Background: an optimization exercise with open tools, aiming at small area. Do not read the settings as production practice.
Only simulation tests tie the RTL to the original design; equivalence was not proved.
No activity file was given, so power comes from the tool's default toggle rates.

== v33 ==
==> flow/design.v <==
module EggTimer(CLOCK_50, KEY, SW, HEX3, HEX2, HEX1, HEX0, LEDR);
	input CLOCK_50;
	input [2:0] KEY;
	input [7:0] SW;
	output [6:0] HEX3;
	output [6:0] HEX2;
	output [6:0] HEX1;
	output [6:0] HEX0;
	output [9:0] LEDR;
	wire clk = CLOCK_50;
	wire reset = ~KEY[0];
	wire set = ~KEY[1];
	wire startStop = ~KEY[2];
	reg [13:0] ca;
	reg ba;
	wire fa = ca[13] ^ (ca[5] & ca[8]);
	wire lastA = (ca[13] & ca[12] & ca[11] & ~ca[10] & ca[9] & ~ca[8] & ~ca[7] & ~ca[4] & ~ca[3] & ~ca[2] & ~ca[1] & ~ca[0]);   
	wire prevA = (~ca[13] & ~ca[12] & ~ca[11] & ~ca[10] & ca[9] & ~ca[8] & ca[7] & ca[6] & ca[3] & ca[2] & ca[1] & ca[0]);   
	wire step = lastA & ~ba;    
	wire pre = prevA & ~ba;     
	always @(posedge clk) begin
		ca <= (reset | lastA) ? 14'd0 : {~ca[12:0], fa};
		ba <= ~reset & (ba ^ lastA);
	end
	reg [13:0] cb;
	reg bb;
	wire fb = cb[13] ^ (cb[5] & cb[8]);
	wire lastB = (cb[13] & cb[10] & cb[9] & cb[8] & cb[7] & cb[5] & ~cb[4] & ~cb[3] & cb[2] & cb[1] & ~cb[0]);   
	always @(posedge clk) begin
		cb <= (reset | lastB) ? 14'd0 : {~cb[12:0], fb};
		bb <= ~reset & (bb ^ lastB);
	end
	reg [3:0] so, mo;
	reg [2:0] st, mt;
	wire zso = (so == 4'd0);
	wire zst = (st == 3'd0);
	wire zmo = (mo == 4'd0);
	wire zmt = (mt == 3'd0);
	wire flat = zso & zst & zmo & zmt;
	reg [2:0] state;
	localparam SS = 3'd0;
	localparam SM1 = 3'd1;
	localparam SM0 = 3'd3;
	localparam SM = 3'd2;
	localparam W = 3'd7;
	localparam R = 3'd6;
	localparam F = 3'd4;
	wire [2:0] nstate;
	assign nstate[0] = (state[0] & state[2] & ~startStop) | (~state[2] & set) | (~state[0] & state[1] & state[2] & startStop) | (state[0] & ~state[2] & pre);
	assign nstate[1] = (state[0]) | (state[1] & ~flat) | (~state[2] & set & pre) | (state[1] & ~state[2]) | (state[1] & startStop);
	assign nstate[2] = (state[2]) | (state[0] & set) | (state[1] & set);
	wire shift = (~state[1]) | (state[0]);
	wire holdsel = (state[0]) | (state[1]);
	wire loadsel = (~state[2]);
	wire ldhisel = (~state[0] & state[1] & ~state[2]);
	wire decsel = (~state[0] & state[1] & state[2]);
	wire ledsel = (~state[1] & state[2]);
	always @(posedge clk) state <= reset ? SS : nstate;
	reg [3:0] cO; reg [2:0] cT;
	always @(*) begin
		case (SW[3:0])
			4'd0: cO = 4'd0;
			4'd1: cO = 4'd1;
			4'd2: cO = 4'd2;
			4'd3: cO = 4'd3;
			4'd4: cO = 4'd4;
			4'd5: cO = 4'd5;
			4'd6: cO = 4'd6;
			4'd7: cO = 4'd7;
			4'd8: cO = 4'd8;
			4'd9: cO = 4'd9;
			4'd10: cO = 4'd9;
			4'd11: cO = 4'd9;
			4'd12: cO = 4'd9;
			4'd13: cO = 4'd9;
			4'd14: cO = 4'd9;
			4'd15: cO = 4'd9;
		endcase
		case (SW[7:4])
			4'd0: cT = 3'd0;
			4'd1: cT = 3'd7;
			4'd2: cT = 3'd4;
			4'd3: cT = 3'd6;
			4'd4: cT = 3'd3;
			4'd5: cT = 3'd2;
			4'd6: cT = 3'd2;
			4'd7: cT = 3'd2;
			4'd8: cT = 3'd2;
			4'd9: cT = 3'd2;
			4'd10: cT = 3'd2;
			4'd11: cT = 3'd2;
			4'd12: cT = 3'd2;
			4'd13: cT = 3'd2;
			4'd14: cT = 3'd2;
			4'd15: cT = 3'd2;
		endcase
	end
	wire [3:0] dso;
	assign dso[0] = (~so[0]);
	assign dso[1] = (~so[0] & so[3]) | (so[0] & so[1]) | (~so[0] & ~so[1] & so[2]);
	assign dso[2] = (~so[0] & so[3]) | (so[0] & so[2]) | (so[1] & so[2]);
	assign dso[3] = (~so[0] & ~so[1] & ~so[2] & ~so[3]) | (so[0] & so[3]);
	wire [2:0] dst;
	assign dst[0] = (~st[0] & st[1] & ~st[2]) | (~st[1] & st[2]);
	assign dst[1] = (~st[2]) | (~st[1]);
	assign dst[2] = (st[0] & ~st[2]) | (~st[0] & st[2]);
	wire [3:0] dmo;
	assign dmo[0] = (~mo[0]);
	assign dmo[1] = (~mo[0] & mo[3]) | (mo[0] & mo[1]) | (~mo[0] & ~mo[1] & mo[2]);
	assign dmo[2] = (~mo[0] & mo[3]) | (mo[0] & mo[2]) | (mo[1] & mo[2]);
	assign dmo[3] = (~mo[0] & ~mo[1] & ~mo[2] & ~mo[3]) | (mo[0] & mo[3]);
	wire [2:0] dmt;
	assign dmt[0] = (~mt[0] & mt[1] & ~mt[2]) | (~mt[1] & mt[2]);
	assign dmt[1] = (~mt[2]) | (~mt[1]);
	assign dmt[2] = (mt[0] & ~mt[2]) | (~mt[0] & mt[2]);
	reg [6:0] lo, hi;
	wire [6:0] c = {cT, cO};
	wire hold = pre & holdsel;
	always @(posedge clk) begin
		if (shift) lo <= hi;
		if (!hold) hi <= c;
	end
	wire load = step & loadsel;
	wire dec = step & decsel & ~flat;
	wire loadhi = step & ldhisel;   
	wire nr = ~reset;
	wire dst_en = dec & zso, dmo_en = dec & zso & zst, dmt_en = dec & zso & zst & zmo;
	wire so_l = nr & load, so_d = nr & dec, so_h = nr & ~load & ~dec;
	always @(posedge clk) so <= ({4{so_l}} & lo[3:0]) | ({4{so_d}} & dso) | ({4{so_h}} & so);
	wire st_l = nr & load, st_d = nr & dst_en, st_h = nr & ~load & ~dst_en;
	always @(posedge clk) st <= ({3{st_l}} & lo[6:4]) | ({3{st_d}} & dst) | ({3{st_h}} & st);
	wire mo_l = nr & loadhi, mo_d = nr & dmo_en, mo_h = nr & ~loadhi & ~dmo_en;
	always @(posedge clk) mo <= ({4{mo_l}} & hi[3:0]) | ({4{mo_d}} & dmo) | ({4{mo_h}} & mo);
	wire mt_l = nr & loadhi, mt_d = nr & dmt_en, mt_h = nr & ~loadhi & ~dmt_en;
	always @(posedge clk) mt <= ({3{mt_l}} & hi[6:4]) | ({3{mt_d}} & dmt) | ({3{mt_h}} & mt);
	reg led;
	always @(posedge clk) led <= ledsel & bb;
	assign LEDR = {10{led}};
	assign HEX0[0] = (so[0] & ~so[1] & ~so[2] & ~so[3]) | (~so[0] & ~so[1] & so[2]);
	assign HEX0[1] = (so[0] & ~so[1] & so[2]) | (~so[0] & so[1] & so[2]);
	assign HEX0[2] = (~so[0] & so[1] & ~so[2]);
	assign HEX0[3] = (so[0] & ~so[1] & ~so[2]) | (~so[0] & ~so[1] & so[2]) | (so[0] & so[1] & so[2]);
	assign HEX0[4] = (so[0]) | (~so[1] & so[2]);
	assign HEX0[5] = (so[0] & ~so[2] & ~so[3]) | (so[1] & ~so[2]) | (so[0] & so[1]);
	assign HEX0[6] = (~so[1] & ~so[2] & ~so[3]) | (so[0] & so[1] & so[2]);
	assign HEX1[0] = (st[0]);
	assign HEX1[1] = (~st[0] & st[1] & ~st[2]);
	assign HEX1[2] = (~st[1] & st[2]);
	assign HEX1[3] = (st[0]);
	assign HEX1[4] = (st[1]);
	assign HEX1[5] = (st[2]);
	assign HEX1[6] = (~st[1] & ~st[2]) | (st[0] & st[2]);
	assign HEX2[0] = (mo[0] & ~mo[1] & ~mo[2] & ~mo[3]) | (~mo[0] & ~mo[1] & mo[2]);
	assign HEX2[1] = (mo[0] & ~mo[1] & mo[2]) | (~mo[0] & mo[1] & mo[2]);
	assign HEX2[2] = (~mo[0] & mo[1] & ~mo[2]);
	assign HEX2[3] = (mo[0] & ~mo[1] & ~mo[2]) | (~mo[0] & ~mo[1] & mo[2]) | (mo[0] & mo[1] & mo[2]);
	assign HEX2[4] = (mo[0]) | (~mo[1] & mo[2]);
	assign HEX2[5] = (mo[0] & ~mo[2] & ~mo[3]) | (mo[1] & ~mo[2]) | (mo[0] & mo[1]);
	assign HEX2[6] = (~mo[1] & ~mo[2] & ~mo[3]) | (mo[0] & mo[1] & mo[2]);
	assign HEX3[0] = (mt[0]);
	assign HEX3[1] = (~mt[0] & mt[1] & ~mt[2]);
	assign HEX3[2] = (~mt[1] & mt[2]);
	assign HEX3[3] = (mt[0]);
	assign HEX3[4] = (mt[1]);
	assign HEX3[5] = (mt[2]);
	assign HEX3[6] = (~mt[1] & ~mt[2]) | (mt[0] & mt[2]);
endmodule
clock: 20.0 ns
lec_check: 0
cap_margin: 20
core_margin: 2
core_utilization: 40
slew_margin: 20
standard.sh (not shown) runs the stock make flow with config.mk's settings and CLKGATE_MAP_FILE= SYNTH_SCRIPT=/design/flow/synth_recipe.tcl, a recipe that flattens the netlist after the stock synthesis.
==> flow/flow/run.sh <==
#!/bin/bash
# Own layout flow: the standard layout (standard.sh) with three changes:
#  - synthesis: the standard synthesis runs first (netlist and log kept in
#    std_synth/). Then the same script (flow/synth.tcl) runs once per ABC script
#    in flow/abc/ (area-oriented mappings of the logic between registers), four
#    at a time, each in its own ORFS work folder own_synth/NAME/orfs (logs there
#    and in own_synth/NAME/make.log); the smallest netlist is laid out.
#    Registers are the standard synthesis's cells, and get its instance names
#    (flow/rename_regs.py matches them by the net they drive).
#  - the port buffers use the smallest buffer cell;
#  - clock tree synthesis uses clkbuf_4 and inserts no dummy loads.
# Every tool's output goes to a log file in this folder (std_synth.log,
# own_synth/*/make.log, standard_flow.log and ORFS's logs under orfs/logs/).
set -euo pipefail
W=$PWD
SUB=$FLOW_PLATFORM/EggTimer/base
R=$W/orfs/results/$SUB
L=$W/orfs/logs/$SUB
bash standard.sh synth > std_synth.log 2>&1
mkdir -p std_synth own_synth
cp $R/1_2_yosys.v std_synth/netlist.v
cp $L/1_2_yosys.log std_synth/1_2_yosys.log
export OWN_FLOW_DIR=$W/flow
export OWN_STD_NETLIST=$W/std_synth/netlist.v
one() {
  local s=$1 n; n=$(basename $s .abc)
  mkdir -p $W/own_synth/$n
  if OWN_ABC_SCRIPT=$s bash $W/standard.sh WORK_HOME=$W/own_synth/$n/orfs SYNTH_SCRIPT=$W/flow/synth.tcl synth > $W/own_synth/$n/make.log 2>&1; then
    grep -oE "Chip area for module .*: [0-9.]+" $W/own_synth/$n/orfs/reports/$SUB/synth_stat.txt | awk '{print $NF}' > $W/own_synth/$n/area.txt
  fi
}
i=0
for s in $W/flow/abc/*.abc; do
  one $s &
  i=$((i + 1))
  if (( i % 4 == 0 )); then wait; fi
done
wait
best=""; best_area=""
for s in $W/flow/abc/*.abc; do
  n=$(basename $s .abc)
  if [[ -s own_synth/$n/area.txt ]]; then
    a=$(cat own_synth/$n/area.txt)
    echo "$n $a" >> own_synth/areas.txt
    if [[ -z "$best" ]] || awk "BEGIN{exit !($a < $best_area)}"; then best=$n; best_area=$a; fi
  else
    echo "$n failed" >> own_synth/areas.txt
  fi
done
[[ -n "$best" ]]
echo "best $best $best_area" >> own_synth/areas.txt
rm -f $R/1_synth.odb $R/1_synth.sdc $R/1_2_yosys.v $R/1_2_yosys.sdc
cp own_synth/$best/orfs/results/$SUB/1_2_yosys.v own_synth/$best/orfs/results/$SUB/1_2_yosys.sdc $R/
export OWN_ABC_SCRIPT=$W/flow/abc/$best.abc
export BUFFER_PORTS_ARGS="-buffer_cell sky130_fd_sc_hd__buf_1"
export CTS_ARGS="-sink_clustering_enable -repair_clock_nets -dont_use_dummy_load -buf_list sky130_fd_sc_hd__clkbuf_4"
bash standard.sh SYNTH_SCRIPT=$W/flow/synth.tcl finish > standard_flow.log 2>&1
==> flow/flow/abc/j50s10.abc <==
strash
&get -n
&st
&deepsyn -J 50 -T 300 -S 10
&dch
&nf -R 1000 -p
&put
topo
==> flow/flow/abc/j50s11.abc <==
strash
&get -n
&st
&deepsyn -J 50 -T 300 -S 11
&dch
&nf -R 1000 -p
&put
topo
==> flow/flow/abc/j50s12.abc <==
strash
&get -n
&st
&deepsyn -J 50 -T 300 -S 12
&dch
&nf -R 1000 -p
&put
topo
==> flow/flow/abc/j50s13.abc <==
strash
&get -n
&st
&deepsyn -J 50 -T 300 -S 13
&dch
&nf -R 1000 -p
&put
topo
==> flow/flow/abc/j50s14.abc <==
strash
&get -n
&st
&deepsyn -J 50 -T 300 -S 14
&dch
&nf -R 1000 -p
&put
topo
==> flow/flow/abc/j50s15.abc <==
strash
&get -n
&st
&deepsyn -J 50 -T 300 -S 15
&dch
&nf -R 1000 -p
&put
topo
==> flow/flow/abc/j50s16.abc <==
strash
&get -n
&st
&deepsyn -J 50 -T 300 -S 16
&dch
&nf -R 1000 -p
&put
topo
==> flow/flow/abc/j50s17.abc <==
strash
&get -n
&st
&deepsyn -J 50 -T 300 -S 17
&dch
&nf -R 1000 -p
&put
topo
==> flow/flow/abc/j50s18.abc <==
strash
&get -n
&st
&deepsyn -J 50 -T 300 -S 18
&dch
&nf -R 1000 -p
&put
topo
==> flow/flow/abc/j50s19.abc <==
strash
&get -n
&st
&deepsyn -J 50 -T 300 -S 19
&dch
&nf -R 1000 -p
&put
topo
==> flow/flow/abc/j50s8.abc <==
strash
&get -n
&st
&deepsyn -J 50 -T 300 -S 8
&dch
&nf -R 1000 -p
&put
topo
==> flow/flow/abc/j50s9.abc <==
strash
&get -n
&st
&deepsyn -J 50 -T 300 -S 9
&dch
&nf -R 1000 -p
&put
topo
Other scripts of this flow, unchanged in this note and not shown: flow/flow/abc/j10s0.abc, flow/flow/abc/j10s1.abc, flow/flow/abc/j10s2.abc, flow/flow/abc/j10s3.abc, flow/flow/abc/j200s0.abc, flow/flow/abc/j200s1.abc, flow/flow/abc/j50s0.abc, flow/flow/abc/j50s1.abc, flow/flow/abc/j50s2.abc, flow/flow/abc/j50s3.abc, flow/flow/abc/j50s4.abc, flow/flow/abc/j50s5.abc, flow/flow/abc/j50s6.abc, flow/flow/abc/j50s7.abc, flow/flow/abc/nf2.abc, flow/flow/rename_regs.py, flow/flow/synth.tcl
Changes in v58 relative to v33:
Settings: an added GPL_TIMING_DRIVEN of 0.
Results
First-iteration DRC count delta for v58 relative to v33: about 14% higher. Summary of v58 over v33: wire length went up by about 2.4%, via count of the routed design went up by 76.
Input-level comparison between v13 and v58:
Settings: changing SLEW_MARGIN from 20 to 0; removing GPL_TIMING_DRIVEN (formerly 0); changing CAP_MARGIN from 20 to 0.
Findings:
Both conditions hold for v13: the flow ran to the end and the final layout passed the timing, DRC and antenna checks.
v58 closes out successfully: all stages finished, all timing, DRC and antenna checks passed.
Re die area: no difference whatsoever between v58 and v13.
Re post-placement worst setup slack: v13 is 0.11 ns up on v58.
Compared with v58, v13 is the less power-hungry design.
Combinational share of power of v58 is on par with v13.
Against v58, post-route minimum period in v13 came out better.
Per the comparison of v13 with v58, end-of-flow core utilization fell 1.4 points, worst hold slack saw an increase.
The following lists how v15 was set up differently from v13:
Settings: swapping 0 for 20 in SLEW_MARGIN; swapping 0 for 20 in CAP_MARGIN.
removed: flow/flow/abc/j50s10.abc
removed: flow/flow/abc/j50s11.abc
removed: flow/flow/abc/j50s12.abc
removed: flow/flow/abc/j50s13.abc
removed: flow/flow/abc/j50s14.abc
removed: flow/flow/abc/j50s15.abc
removed: flow/flow/abc/j50s16.abc
removed: flow/flow/abc/j50s17.abc
removed: flow/flow/abc/j50s18.abc
removed: flow/flow/abc/j50s19.abc
removed: flow/flow/abc/j50s8.abc
removed: flow/flow/abc/j50s9.abc
## What came out
- Post-synthesis cell area: v13 vs v15 identical
- v15 vs. v13: area of the multi-input gates barely changed, utilization barely changed.
- From v15 to v13, clock skew did not move at all.

-- re-timing with driven ports --
In the flow no input, the clock included, has a driving cell. The finished layouts below were timed again as built, in two steps. Step 1, drivers: a clkbuf_16 drives CLOCK_50 and a buf_2 each remaining input, both assumed. Step 2 times the ports against the registers' clock, not the clock port: input delays grow and output delays shrink by t, the midpoint of the rising clock arrivals with the driver on. Three values: ideal ports, drivers, drivers and shift; two values: the first two.
run	t (ns)	setup WS [ns]	latest minus earliest clock arrival (ns)	worst register clock-pin slew, ns
v33	0.408	14.036 / 14.040 / 13.632	0.053 / 0.053	0.12 / 0.12
v58	0.416	13.988 / 13.992 / 13.576	0.027 / 0.028	0.10 / 0.10
v13	0.408	14.036 / 14.040 / 13.632	0.053 / 0.053	0.12 / 0.12
v15	0.408	14.036 / 14.040 / 13.632	0.053 / 0.053	0.12 / 0.12
After both steps setup and hold are still met in every run listed. For v58, which loses most, drivers alone change the setup slack by +0.004 ns; drivers and shift together by -0.412 ns.
